From an optimization exercise on the open Yosys and OpenROAD flow, aimed at small area; shortcuts taken in it are not production practice.
Only simulation tests tie the RTL to the original design; equivalence was not proved.

== rev 12 ==
==> module addBK, before the edit <==
module addBK (input [31:0] a, input [31:0] b, input cin, output [31:0] sum, output [31:0] g, output [31:0] p);
	assign g = a & b;
	assign p = a ^ b;
	wire [31:0] gg [0:9];
	wire [31:0] pp [0:9];
	assign gg[0] = {g[31:1], g[0] | (p[0] & cin)};
	assign pp[0] = p;
	genvar l, i;
	generate
		for (l = 1; l <= 5; l = l + 1) begin : up
			for (i = 0; i < 32; i = i + 1) begin : b
				if (((i + 1) % (1 << l)) == 0) begin : c
					assign gg[l][i] = gg[l-1][i] | (pp[l-1][i] & gg[l-1][i - (1 << (l-1))]);
					assign pp[l][i] = pp[l-1][i] & pp[l-1][i - (1 << (l-1))];
				end else begin : n
					assign gg[l][i] = gg[l-1][i];
					assign pp[l][i] = pp[l-1][i];
				end
			end
		end
		for (l = 6; l <= 9; l = l + 1) begin : dn
			for (i = 0; i < 32; i = i + 1) begin : b
				if (((i + 1) % (2 << (9 - l))) == (1 << (9 - l)) && i > (1 << (9 - l))) begin : c
					assign gg[l][i] = gg[l-1][i] | (pp[l-1][i] & gg[l-1][i - (1 << (9 - l))]);
					assign pp[l][i] = pp[l-1][i] & pp[l-1][i - (1 << (9 - l))];
				end else begin : n
					assign gg[l][i] = gg[l-1][i];
					assign pp[l][i] = pp[l-1][i];
				end
			end
		end
	endgenerate
	assign sum = p ^ {gg[9][30:0], cin};
endmodule
==> module shiftR, before the edit <==
module shiftR (input [31:0] in, input fill, input [4:0] amt, output [31:0] out);
	wire [31:0] s0 = amt[4] ? {{16{fill}}, in[31:16]} : in;
	wire [31:0] s1 = amt[3] ? {{8{fill}}, s0[31:8]} : s0;
	wire [31:0] s2 = amt[2] ? {{4{fill}}, s1[31:4]} : s1;
	wire [31:0] s3 = amt[1] ? {{2{fill}}, s2[31:2]} : s2;
	assign out     = amt[0] ? {fill, s3[31:1]} : s3;
endmodule
==> module alu, before the edit <==
module alu (input signed [31:0] in1, input signed [31:0] in2, input [3:0] opCode, input [4:0] shiftAmt, output signed [31:0] result);
	wire isArith = (opCode == 4'd0) | (opCode == 4'd1);
	wire sub     = (opCode == 4'd1) | (opCode == 4'd7) | (opCode == 4'd8);
	wire isLogic = (opCode == 4'd2) | (opCode == 4'd3);
	wire isOr    = (opCode == 4'd3);
	wire isShl   = (opCode == 4'd4);
	wire isShr   = (opCode == 4'd5) | (opCode == 4'd6);
	wire isGt    = (opCode == 4'd7);
	wire isLt    = (opCode == 4'd8);
	wire [31:0] sum, g, p;
	addBK add (.a(in1), .b(in2 ^ {32{sub}}), .cin(sub), .sum(sum), .g(g), .p(p));
	wire lt = (in1[31] & ~in2[31]) | (~(in1[31] ^ in2[31]) & sum[31]);
	wire eq = &p;
	wire gt = ~lt & ~eq;
	wire [31:0] arev, sh;
	genvar i;
	generate for (i = 0; i < 32; i = i + 1) begin : rev
		assign arev[i] = in1[31 - i];
	end endgenerate
	shiftR shr (.in(isShl ? arev : in1), .fill((opCode == 4'd6) & in1[31]), .amt(shiftAmt), .out(sh));
	generate for (i = 0; i < 32; i = i + 1) begin : outb
		wire base = (isArith & sum[i]) | (isLogic & g[i]) | (isOr & p[i]) | (isShr & sh[i]) | (isShl & sh[31 - i]);
		if (i == 0) begin : b0
			assign result[i] = base | (isLt & lt) | (isGt & gt);
		end else begin : bn
			assign result[i] = base;
		end
	end endgenerate
endmodule
==> flow/config.mk <==
export PLATFORM = sky130hd
export DESIGN_NAME = project
export DESIGN_NICKNAME = project
export VERILOG_FILES = /design/flow/design.v
export SDC_FILE = /design/flow/constraint.sdc
export NUM_CORES = 4
export LEC_CHECK = 0
export CAP_MARGIN = 20
export CORE_MARGIN = 2
export CORE_UTILIZATION = 40
export SLEW_MARGIN = 20
export SYNTH_HIERARCHICAL = 1
==> flow/constraint.sdc <==
create_clock -name core_clock -period 10.0 [get_ports {clk}]
set_input_delay 2.0000 -clock core_clock [delete_from_list [all_inputs] [get_ports {clk}]]
set_output_delay 2.0000 -clock core_clock [all_outputs]
set_load 0.01 [all_outputs]
standard.sh (not shown) runs the stock make flow with config.mk's settings and CLKGATE_MAP_FILE= SYNTH_SCRIPT=/design/flow/synth_recipe.tcl, a recipe that flattens the netlist after the stock synthesis.
==> flow/flow/run.sh <==
#!/bin/bash
# The standard ORFS layout (standard.sh, with the standard synthesis), with
# these changes to how the layout is made:
#  - ports are buffered with buf_2 instead of the delay-cell buffer that
#    buffer_ports picks by default;
#  - clock tree synthesis uses clkbuf_8 for the tree and inserts no dummy
#    loads;
# make's full output goes to flow_make.log here; ORFS writes each step's log
# under orfs/logs/.
set -euo pipefail
bash standard.sh \
  "BUFFER_PORTS_ARGS=-buffer_cell sky130_fd_sc_hd__buf_2" \
  "CTS_ARGS=-sink_clustering_enable -repair_clock_nets -dont_use_dummy_load -buf_list sky130_fd_sc_hd__clkbuf_8 -sink_clustering_size 18 -sink_clustering_max_diameter 60" \
  finish > flow_make.log 2>&1
Rev 12 finished every stage and its layout cleared the timing, DRC and antenna checks.
Inputs modified between rev 12 and rev 13:
-- flow/design.v --
<<< rev 12, line 1
module addBK (input [31:0] a, input [31:0] b, input cin, output [31:0] sum, output [31:0] g, output [31:0] p);
	assign g = a & b;
	assign p = a ^ b;
>>> rev 13, line 1
module addBK (input [31:0] a, input [31:0] b, input cin, output [31:0] sum, output [31:0] g, output [31:0] p, output [31:0] carry);
	assign g = a & b;
	assign p = a ^ b;
<<< rev 12, line 31
		end
	endgenerate
	assign sum = p ^ {gg[9][30:0], cin};
endmodule
module shiftR (input [31:0] in, input fill, input [4:0] amt, output [31:0] out);
	wire [31:0] s0 = amt[4] ? {{16{fill}}, in[31:16]} : in;
	wire [31:0] s1 = amt[3] ? {{8{fill}}, s0[31:8]} : s0;
	wire [31:0] s2 = amt[2] ? {{4{fill}}, s1[31:4]} : s1;
	wire [31:0] s3 = amt[1] ? {{2{fill}}, s2[31:2]} : s2;
	assign out     = amt[0] ? {fill, s3[31:1]} : s3;
endmodule
module alu (input signed [31:0] in1, input signed [31:0] in2, input [3:0] opCode, input [4:0] shiftAmt, output signed [31:0] result);
>>> rev 13, line 31
		end
	endgenerate
	assign carry = gg[9];
	assign sum = p ^ {gg[9][30:0], cin};
endmodule
module mx2i (input a0, input a1, input s, output y);
	assign y = ~(s ? a1 : a0);
endmodule
module ao21i (input a1, input a2, input b1, output y);
	assign y = ~((a1 & a2) | b1);
endmodule
module shStage #(parameter N = 1) (input [31:0] x, input fill, input s, output [31:0] y);
	wire sn = ~s;
	wire sf = s & fill;
	genvar i;
	generate for (i = 0; i < 32; i = i + 1) begin : b
		if (i + N < 32) begin : m
			mx2i u (.a0(x[i]), .a1(x[i + N]), .s(s), .y(y[i]));
		end else begin : f
			ao21i u (.a1(sn), .a2(x[i]), .b1(sf), .y(y[i]));
		end
	end endgenerate
endmodule
module shifter (input [31:0] in, input rev, input fill, input [4:0] amt, output [31:0] out);
	wire [31:0] x0, x1, x2, x3, x4;
	genvar i;
	generate for (i = 0; i < 32; i = i + 1) begin : r
		mx2i u (.a0(in[i]), .a1(in[31 - i]), .s(rev), .y(x0[i]));
	end endgenerate
	wire fn = ~fill;
	shStage #(16) s16 (.x(x0), .fill(fn),   .s(amt[4]), .y(x1));
	shStage #(8)  s8  (.x(x1), .fill(fill), .s(amt[3]), .y(x2));
	shStage #(4)  s4  (.x(x2), .fill(fn),   .s(amt[2]), .y(x3));
	shStage #(2)  s2  (.x(x3), .fill(fill), .s(amt[1]), .y(x4));
	shStage #(1)  s1  (.x(x4), .fill(fn),   .s(amt[0]), .y(out));
endmodule
module alu (input signed [31:0] in1, input signed [31:0] in2, input [3:0] opCode, input [4:0] shiftAmt, output signed [31:0] result);
<<< rev 12, line 49
	wire isGt    = (opCode == 4'd7);
	wire isLt    = (opCode == 4'd8);
	wire [31:0] sum, g, p;
	addBK add (.a(in1), .b(in2 ^ {32{sub}}), .cin(sub), .sum(sum), .g(g), .p(p));
	wire lt = (in1[31] & ~in2[31]) | (~(in1[31] ^ in2[31]) & sum[31]);
	wire eq = &p;
	wire gt = ~lt & ~eq;
	wire [31:0] arev, sh;
	genvar i;
	generate for (i = 0; i < 32; i = i + 1) begin : rev
		assign arev[i] = in1[31 - i];
	end endgenerate
	shiftR shr (.in(isShl ? arev : in1), .fill((opCode == 4'd6) & in1[31]), .amt(shiftAmt), .out(sh));
	generate for (i = 0; i < 32; i = i + 1) begin : outb
		wire base = (isArith & sum[i]) | (isLogic & g[i]) | (isOr & p[i]) | (isShr & sh[i]) | (isShl & sh[31 - i]);
>>> rev 13, line 74
	wire isGt    = (opCode == 4'd7);
	wire isLt    = (opCode == 4'd8);
	wire [31:0] sum, g, p, carry;
	addBK add (.a(in1), .b(in2 ^ {32{sub}}), .cin(sub), .sum(sum), .g(g), .p(p), .carry(carry));
	wire c31 = carry[30];
	wire lt  = (in1[31] & ~in2[31]) | (in1[31] & ~c31) | (~in2[31] & ~c31);
	wire eq  = &p;
	wire gt  = ~lt & ~eq;
	wire [31:0] sh;
	shifter shr (.in(in1), .rev(isShl), .fill((opCode == 4'd6) & in1[31]), .amt(shiftAmt), .out(sh));
	genvar i;
	generate for (i = 0; i < 32; i = i + 1) begin : outb
		wire base = (isArith & sum[i]) | (isLogic & g[i]) | (isOr & p[i]) | (isShr & sh[i]) | (isShl & sh[31 - i]);
Results
- Per the comparison of rev 13 with rev 12, total vias in the final route -about 2%; wire length of the first global-routing pass dropped about 3.6%; remaining antenna violation count comparable.
- Higher post-layout minimum cycle time among rev 12 and rev 13: rev 12
- Share of cells above drive strength 1 ended up 0.50 points higher on rev 13 than on rev 12.
- The worst-path cell with the longest stage delay comes out sky130_fd_sc_hd__nand2_1 in one run and sky130_fd_sc_hd__nor4_1 in the other, namely in rev 13 and rev 12 respectively.
- Rev 13 has minimum setup slack in the final design above what rev 12 had.

-- port drivers added, routing unchanged --
In the flow no input, the clock included, has a driving cell. The finished layouts below were timed again as built, in two steps.
Step 1: set_driving_cell puts a clkbuf_16 on clk and a buf_2 on each other input, an assumption about the parent block.
Step 2 times the ports against the registers' clock, not the clock port: input delays grow and output delays shrink by t, the midpoint of the rising clock arrivals with the driver on.
Three values: ideal, step 1, step 2; two values: the first two.
run	shift t [ns]	slack for setup (ns)	hold WS [ns]	latest minus earliest clock arrival (ns)	cell pins on the clock port's net
rev 12	0.777	0.298 / 0.171 / 0.171	1.895 / 1.855 / 2.102	0.123 / 0.123	1
rev 13	0.811	0.347 / 0.245 / 0.245	1.844 / 1.800 / 2.006	0.100 / 0.099	1
After both steps every run listed still meets setup and hold. For rev 12, which loses most, drivers alone change the setup slack by -0.127 ns; drivers and shift together by -0.127 ns.
